Source: an optimization exercise on an open RTL-to-GDS flow (aim: small area and a short achievable clock period). Production flows keep margins and buffers that such runs may drop.
Where RTL was checked, it was by simulation tests only, not by an equivalence proof against the original.

==> module execute, before the edit <==
module execute #(
    parameter NQ = 136
) (
    input  logic            clk, reset, overwriteFlags,
    input  logic [2:0]      pcWrEn,    
    input  logic [4*NQ-1:0] q,         
    input  logic [3:0]      a31,       
    output logic [127:0]    vectOut_d,
    input  logic [127:0]    vectOut_q,
    output logic            pcWrEnOut
);
    logic [3:0] zeroFlags, zero_q, a31_q, negativeFlags;
    logic       Z, N_stored, N, pendN;
    genvar i;
    generate for (i = 0; i < 4; i = i + 1) begin : alu_block
        alu_post alu (
            .q(q[NQ*i +: NQ]), .result(vectOut_d[32*i +: 32]), .zero(zeroFlags[i])
        );
        assign negativeFlags[i] = (a31_q[i] != vectOut_q[32*i + 31]) && !zero_q[i];
    end endgenerate
    always_ff @(posedge clk) begin
        zero_q <= zeroFlags;
        a31_q  <= a31;
    end
    register #(1) zeroFlag_register (
        .clk(clk), .reset(reset), .enable(overwriteFlags),
        .dataIn(&zeroFlags), .dataOut(Z)
    );
    register #(1) pend_register (
        .clk(clk), .reset(reset), .enable(1'b1),
        .dataIn(overwriteFlags), .dataOut(pendN)
    );
    assign N = pendN ? |negativeFlags : N_stored;
    register #(1) negative_flag_register (
        .clk(clk), .reset(reset), .enable(pendN),
        .dataIn(|negativeFlags), .dataOut(N_stored)
    );
    assign pcWrEnOut = (pcWrEn[2] & ~Z) | (pcWrEn[1] & Z) | (pcWrEn[0] & N);
endmodule
==> module simd_alu_top, before the edit <==
module simd_alu_top (
    input  logic         clk,
    input  logic         rst,
    input  logic         overwriteFlags,
    input  logic [2:0]   pcWrEn,
    input  logic [2:0]   ExecuteOp,
    input  logic [127:0] vect1,
    input  logic [127:0] vect2,
    output logic [127:0] vectOut,
    output logic         pcWrEnOut
);
    localparam NQ = 136;
    logic            overwriteFlags_q;
    logic [2:0]      pcWrEn_q;
    logic [4*NQ-1:0] q_d, q_q;
    logic [3:0]      a31_q;
    logic [127:0]    vectOut_d;
    genvar i;
    generate for (i = 0; i < 4; i = i + 1) begin : lane
        alu_pre alu_pre (
            .a(vect1[32*i +: 32]), .b(vect2[32*i +: 32]), .op(ExecuteOp),
            .q(q_d[NQ*i +: NQ])
        );
    end endgenerate
    always_ff @(posedge clk) begin
        overwriteFlags_q <= overwriteFlags;
        pcWrEn_q         <= {pcWrEn == 3'b100, pcWrEn == 3'b010, pcWrEn == 3'b001};
        q_q              <= q_d;
        a31_q            <= {vect1[127], vect1[95], vect1[63], vect1[31]};
        vectOut          <= vectOut_d;
    end
    execute #(
        .NQ(NQ)
    ) execute_stage (
        .clk(clk),
        .reset(rst),
        .overwriteFlags(overwriteFlags_q),
        .pcWrEn(pcWrEn_q),
        .q(q_q),
        .a31(a31_q),
        .vectOut_d(vectOut_d),
        .vectOut_q(vectOut),
        .pcWrEnOut(pcWrEnOut)
    );
endmodule
==> flow/config.mk <==
export PLATFORM = sky130hd
export DESIGN_NAME = simd_alu_top
export DESIGN_NICKNAME = simd_alu_top
export VERILOG_FILES = /design/flow/design.v
export SDC_FILE = /design/flow/constraint.sdc
export NUM_CORES = 4
export LEC_CHECK = 0
export CAP_MARGIN = 20
export CELL_PAD_IN_SITES_DETAIL_PLACEMENT = 2
export CELL_PAD_IN_SITES_GLOBAL_PLACEMENT = 4
export CORE_MARGIN = 2
export CORE_UTILIZATION = 30
export SLEW_MARGIN = 20
==> flow/constraint.sdc <==
create_clock -name core_clock -period 12.0 [get_ports {clk}]
set_input_delay 2.4000 -clock core_clock [delete_from_list [all_inputs] [get_ports {clk}]]
set_output_delay 2.4000 -clock core_clock [all_outputs]
set_load 0.01 [all_outputs]
standard.sh (not shown) runs the stock make flow with config.mk's settings and CLKGATE_MAP_FILE= SYNTH_SCRIPT=/design/flow/synth_recipe.tcl, a recipe that flattens the netlist after the stock synthesis.
==> flow/flow/run.sh <==
#!/bin/bash
# Standard layout, with one netlist clean-up between synthesis and floorplan:
# flow/fixinv.py removes the inverters that Yosys's full-adder extraction
# leaves between full adders (a full adder is self-dual, so flipping the
# polarity of some adders cancels them). Registers are not touched.
# Every port is buffered as in the standard flow, with the library's smallest
# buffer (buf_1) rather than buffer_ports' default pick.
# Timing repair aims at a setup slack of $MARGIN ns at the design's clock.
set -euo pipefail
MARGIN=6.5
RES=orfs/results/$FLOW_PLATFORM/simd_alu_top/base
bash standard.sh synth > synth.log 2>&1
python3 flow/fixinv.py $RES/1_2_yosys.v $RES/1_2_yosys.fixinv.v > fixinv.log 2>&1
cp $RES/1_2_yosys.v $RES/1_2_yosys.orig.v
mv $RES/1_2_yosys.fixinv.v $RES/1_2_yosys.v
rm -f $RES/1_synth.odb $RES/1_synth.sdc
bash standard.sh SETUP_SLACK_MARGIN=$MARGIN "BUFFER_PORTS_ARGS=-buffer_cell sky130_fd_sc_hd__buf_1" finish > layout.log 2>&1
Other scripts of this flow, unchanged in this note and not shown: flow/flow/fixinv.py
Next try:
--- a/flow/design.v
+++ b/flow/design.v
@@ -799,46 +799,37 @@
     assign zero = (ms ^ mc) == {ms[30:0] | mc[30:0], 1'b0};
 endmodule
 module execute #(
     parameter NQ = 136
 ) (
     input  logic            clk, reset, overwriteFlags,
-    input  logic [2:0]      pcWrEn,    
+    input  logic [2:0]      pcWrEn,
     input  logic [4*NQ-1:0] q,         
     input  logic [3:0]      a31,       
-    output logic [127:0]    vectOut_d,
-    input  logic [127:0]    vectOut_q,
+    output logic [127:0]    vectOut,
     output logic            pcWrEnOut
 );
-    logic [3:0] zeroFlags, zero_q, a31_q, negativeFlags;
-    logic       Z, N_stored, N, pendN;
+    logic [1:0] NZ_flags;
+    logic [3:0] negativeFlags, zeroFlags;
     genvar i;
     generate for (i = 0; i < 4; i = i + 1) begin : alu_block
         alu_post alu (
-            .q(q[NQ*i +: NQ]), .result(vectOut_d[32*i +: 32]), .zero(zeroFlags[i])
+            .q(q[NQ*i +: NQ]), .result(vectOut[32*i +: 32]), .zero(zeroFlags[i])
         );
-        assign negativeFlags[i] = (a31_q[i] != vectOut_q[32*i + 31]) && !zero_q[i];
+        assign negativeFlags[i] = (a31[i] != vectOut[32*i + 31]) && !zeroFlags[i];
     end endgenerate
-    always_ff @(posedge clk) begin
-        zero_q <= zeroFlags;
-        a31_q  <= a31;
-    end
-    register #(1) zeroFlag_register (
+    register #(1) negative_flag_register (
         .clk(clk), .reset(reset), .enable(overwriteFlags),
-        .dataIn(&zeroFlags), .dataOut(Z)
+        .dataIn(|negativeFlags), .dataOut(NZ_flags[0])
     );
-    register #(1) pend_register (
-        .clk(clk), .reset(reset), .enable(1'b1),
-        .dataIn(overwriteFlags), .dataOut(pendN)
-    );
-    assign N = pendN ? |negativeFlags : N_stored;
-    register #(1) negative_flag_register (
-        .clk(clk), .reset(reset), .enable(pendN),
-        .dataIn(|negativeFlags), .dataOut(N_stored)
+    register #(1) zeroFlag_register (
+        .clk(clk), .reset(reset), .enable(overwriteFlags),
+        .dataIn(&zeroFlags), .dataOut(NZ_flags[1])
     );
-    assign pcWrEnOut = (pcWrEn[2] & ~Z) | (pcWrEn[1] & Z) | (pcWrEn[0] & N);
+    assign pcWrEnOut = (pcWrEn[2] & ~NZ_flags[1]) | (pcWrEn[1] & NZ_flags[1]) |
+                       (pcWrEn[0] & NZ_flags[0]);
 endmodule
 module simd_alu_top (
     input  logic         clk,
     input  logic         rst,
     input  logic         overwriteFlags,
     input  logic [2:0]   pcWrEn,
@@ -874,11 +865,10 @@
         .clk(clk),
         .reset(rst),
         .overwriteFlags(overwriteFlags_q),
         .pcWrEn(pcWrEn_q),
         .q(q_q),
         .a31(a31_q),
-        .vectOut_d(vectOut_d),
-        .vectOut_q(vectOut),
+        .vectOut(vectOut_d),
         .pcWrEnOut(pcWrEnOut)
     );
 endmodule
Result: The new run finished with timing, DRC and antenna clean; final cell count is higher slightly; count of clock-buffer cells in the layout is lower by 15; core utilization is lower by 0.55 points; setup slack gets better by 97 ps; sequential cell count is lower by 9; design area is lower slightly; clock skew is lower by 8.4 ps; area after synthesis stays flat.
Only the layout flow was run in the first run of this note; the RTL was not checked for function there.

==> separate check: timing with driven ports <==
No port has a modelled driver above. Below, the same layouts with a new extraction and two added sets of constraints. Step 1, drivers: a clkbuf_16 drives clk and a buf_2 each remaining input, both assumed. Step 2 times the ports against the registers' clock, not the clock port: input delays grow and output delays shrink by t, the midpoint of the rising clock arrivals with the driver on. Slacks: ideal / step 1 / step 2; pairs: ideal / step 1.
run	t, ns	slack for setup (ns)	hold slack, ns	worst data-port slew with drivers (ns)
the first run	0.971	6.391 / 6.287 / 5.316	0.328 / 0.328 / 0.328	0.37
the second run	0.948	6.488 / 6.242 / 5.295	0.513 / 0.513 / 0.513	0.38
After both steps every run listed still meets setup and hold. For the second run, which loses most, drivers alone change the setup slack by -0.246 ns; drivers and shift together by -1.193 ns.
